From an optimization exercise on the open Yosys and OpenROAD flow, aimed at small area and a short achievable clock period; shortcuts taken in it are not production practice.

Setup of run a:
==> module LIFSIM, before the edit <==
module LIFSIM (
    input  wire        clk,
    input  wire        reset,
    input  wire [15:0] I_app,
    input  wire [15:0] I_fb,
    output wire [15:0] V_mem,
    output wire [15:0] V_out,
    output wire [15:0] U_leak,
    output wire [31:0] dU_dt,
    output wire [31:0] dV_dt
);
    reg [15:0] u_r;      
    reg [15:0] du_r;     
    reg [15:0] v_r;      
    reg [15:0] dv_r;     
    reg        fire_r;   
    reg        spk_r;    
    wire [31:0] s = {v_r,16'b0} + ~{5'b0,v_r,11'b0} + ~{6'b0,v_r,10'b0} + ~{9'b0,v_r,7'b0} + ~{10'b0,v_r,6'b0} + ~{13'b0,v_r,3'b0} + ~{14'b0,v_r,2'b0} + ~{16'b0,v_r} + 32'd7 + 32'd65535;
    wire [15:0] dv_n = s[31:16];
    always @(posedge clk) begin
        if (reset) begin
            u_r    <= 16'd0;
            du_r   <= 16'd0;
            v_r    <= 16'd0;
            dv_r   <= 16'd0;
            fire_r <= 1'b0;
            spk_r  <= 1'b0;
        end else begin
            du_r   <= {1'b0, u_r[15:1]} + {15'd0, u_r[0]};
            u_r    <= I_app + I_fb + du_r;
            fire_r <= $signed(v_r) >= 16'sd3277;
            spk_r  <= fire_r;
            if (fire_r) begin
                v_r  <= 16'd0;
                dv_r <= 16'd0;
            end else begin
                v_r  <= u_r + dv_r;
                dv_r <= dv_n;
            end
        end
    end
    assign V_mem  = v_r;
    assign V_out  = {15'd0, spk_r};
    assign U_leak = u_r;
    assign dU_dt  = {16'd0, du_r};
    assign dV_dt  = {16'd0, dv_r};
endmodule
==> flow/config.mk <==
export PLATFORM = sky130hd
export DESIGN_NAME = LIFSIM
export DESIGN_NICKNAME = LIFSIM
export VERILOG_FILES = /design/flow/design.v
export SDC_FILE = /design/flow/constraint.sdc
export NUM_CORES = 4
export LEC_CHECK = 0
export CAP_MARGIN = 20
export CORE_MARGIN = 2
export CORE_UTILIZATION = 40
export SLEW_MARGIN = 20
==> flow/constraint.sdc <==
create_clock -name core_clock -period 7.0 [get_ports {clk}]
set_input_delay 1.4000 -clock core_clock [delete_from_list [all_inputs] [get_ports {clk}]]
set_output_delay 1.4000 -clock core_clock [all_outputs]
set_load 0.01 [all_outputs]
run.sh (not shown) runs the stock make flow with config.mk's settings and CLKGATE_MAP_FILE= SYNTH_SCRIPT=/design/flow/synth_recipe.tcl, a recipe that flattens the netlist after the stock synthesis.
The following lists how run b was set up differently from run a:
==> flow/design.v <==
module LIFSIM (
    input  wire        clk,
    input  wire        reset,
    input  wire [15:0] I_app,
    input  wire [15:0] I_fb,
    output wire [15:0] V_mem,
    output wire [15:0] V_out,
    output wire [15:0] U_leak,
    output wire [31:0] dU_dt,
    output wire [31:0] dV_dt
);
    reg [15:0] u_r;      
    reg [15:0] du_r;     
    reg [15:0] v_r;      
    reg [15:0] dv_r;     
    reg        fire_r;   
    reg        spk_r;    
    wire [17:0] t = {2'b0,v_r} + {1'b0,v_r,1'b0};
    wire [31:0] prod = {4'b0,t,10'b0} + {8'b0,t,6'b0} + {12'b0,t,2'b0} + {16'b0,v_r};
    wire [15:0] dv_n = v_r - prod[31:16];
    always @(posedge clk) begin
        if (reset) begin
            u_r    <= 16'd0;
            du_r   <= 16'd0;
            v_r    <= 16'd0;
            dv_r   <= 16'd0;
            fire_r <= 1'b0;
            spk_r  <= 1'b0;
        end else begin
            du_r   <= {1'b0, u_r[15:1]} + {15'd0, u_r[0]};
            u_r    <= I_app + I_fb + du_r;
            fire_r <= $signed(v_r) >= 16'sd3277;
            spk_r  <= fire_r;
            if (fire_r) begin
                v_r  <= 16'd0;
                dv_r <= 16'd0;
            end else begin
                v_r  <= u_r + dv_r;
                dv_r <= dv_n;
            end
        end
    end
    assign V_mem  = v_r;
    assign V_out  = {15'd0, spk_r};
    assign U_leak = u_r;
    assign dU_dt  = {16'd0, du_r};
    assign dV_dt  = {16'd0, dv_r};
endmodule
Findings:
Summary: area after synthesis, run b better than run a
Going from run a to run b, number of global-route vias before repair shrank by a few percent.
As far as worst clock skew on the final layout is concerned, run b and run a perform about the same.
Delay of the slowest critical-path stage in run b is 0.03 ns lower than in run a
No run of this note included a check of the RTL's function; only the layout flow was run.

========
Setup of trial 82:
Starting RTL as in the previous note.
==> flow/config.mk <==
export PLATFORM = sky130hd
export DESIGN_NAME = LIFSIM
export DESIGN_NICKNAME = LIFSIM
export VERILOG_FILES = /design/flow/design.v
export SDC_FILE = /design/flow/constraint.sdc
export NUM_CORES = 4
export LEC_CHECK = 0
export ABC_CLOCK_PERIOD_IN_PS = 2500
export CAP_MARGIN = 20
export CORE_MARGIN = 2
export CORE_UTILIZATION = 40
export SETUP_SLACK_MARGIN = 4.5
export SLEW_MARGIN = 20
==> flow/constraint.sdc <==
create_clock -name core_clock -period 7.0 [get_ports {clk}]
set_input_delay 1.4000 -clock core_clock [delete_from_list [all_inputs] [get_ports {clk}]]
set_output_delay 1.4000 -clock core_clock [all_outputs]
set_load 0.01 [all_outputs]
[inputs] trial 23 vs trial 82
--- a/flow/design.v
+++ b/flow/design.v
@@ -12,14 +12,15 @@
     reg [15:0] u_r;      
     reg [15:0] du_r;     
     reg [15:0] v_r;      
     reg [15:0] dv_r;     
     reg        fire_r;   
     reg        spk_r;    
-    wire [31:0] s = {v_r,16'b0} + ~{5'b0,v_r,11'b0} + ~{6'b0,v_r,10'b0} + ~{9'b0,v_r,7'b0} + ~{10'b0,v_r,6'b0} + ~{13'b0,v_r,3'b0} + ~{14'b0,v_r,2'b0} + ~{16'b0,v_r} + 32'd7 + 32'd65535;
-    wire [15:0] dv_n = s[31:16];
+    wire [17:0] t = {2'b0,v_r} + {1'b0,v_r,1'b0};
+    wire [31:0] prod = {4'b0,t,10'b0} + {8'b0,t,6'b0} + {12'b0,t,2'b0} + {16'b0,v_r};
+    wire [15:0] dv_n = v_r - prod[31:16];
     always @(posedge clk) begin
         if (reset) begin
             u_r    <= 16'd0;
             du_r   <= 16'd0;
             v_r    <= 16'd0;
             dv_r   <= 16'd0;
==> run notes <==
Delta (trial 23 minus trial 82): die footprint down 1300 um2, via count up 1.3%. Trial 23 — area taken by flip-flops and latches 1.2% lower, trial 82 as reference. Compared with trial 82, trial 23 shows a post-CTS resize count that is 12% higher. Going from trial 82 to trial 23, non-filler instance count after layout shrank by a few percent. Relative to trial 82, the number of global-route vias before repair measured on trial 23 has decreased by a few percent. The higher final-layout clock buffer total came out of trial 23. When the final numbers for trial 23 and trial 82 were put side by side, the buffer count excluding the clock tree in the final layout turned out to be greater in trial 82. Trial 23 -> trial 82: number of enable flip-flop cells after synthesis delta 0, exact match.
Function was not checked in any run of this note: the RTL went through the layout flow alone.

[separate check: timing with driven ports]
The results above use ideal ports. As a check the final layouts listed here were re-extracted and re-timed, cells and wires unchanged.
Step 1 (the two cells are an assumption about what drives the block):
set clk [get_ports {clk}]
set_driving_cell -lib_cell sky130_fd_sc_hd__clkbuf_16 $clk
set_driving_cell -lib_cell sky130_fd_sc_hd__buf_2 [delete_from_list [all_inputs] $clk]
Step 2 moves the port delays by t, midway between the first and last clock arrival at a register: inputs arrive t later, outputs are due t later. That takes back most of the time a late clock gives input paths.
Three values: ideal, step 1, step 2; two values: the first two.
| run | shift t [ns] | setup slack, ns | worst setup path after step 2 | clock arrival spread, ns | worst data-port slew with drivers (ns) |
|---|---|---|---|---|---|
| run a | 0.365 | 1.895 / 1.895 / 1.895 | register to register | 0.007 / 0.007 | 0.03 |
| run b | 0.360 | 0.408 / 0.408 / 0.408 | register to register | 0.009 / 0.008 | 0.04 |
| trial 82 | 0.377 | 2.435 / 2.435 / 2.435 | register to register | 0.006 / 0.007 | 0.05 |
| trial 23 | 0.359 | 0.712 / 0.712 / 0.712 | register to register | 0.007 / 0.007 | 0.05 |
After both steps every run listed still meets setup and hold.
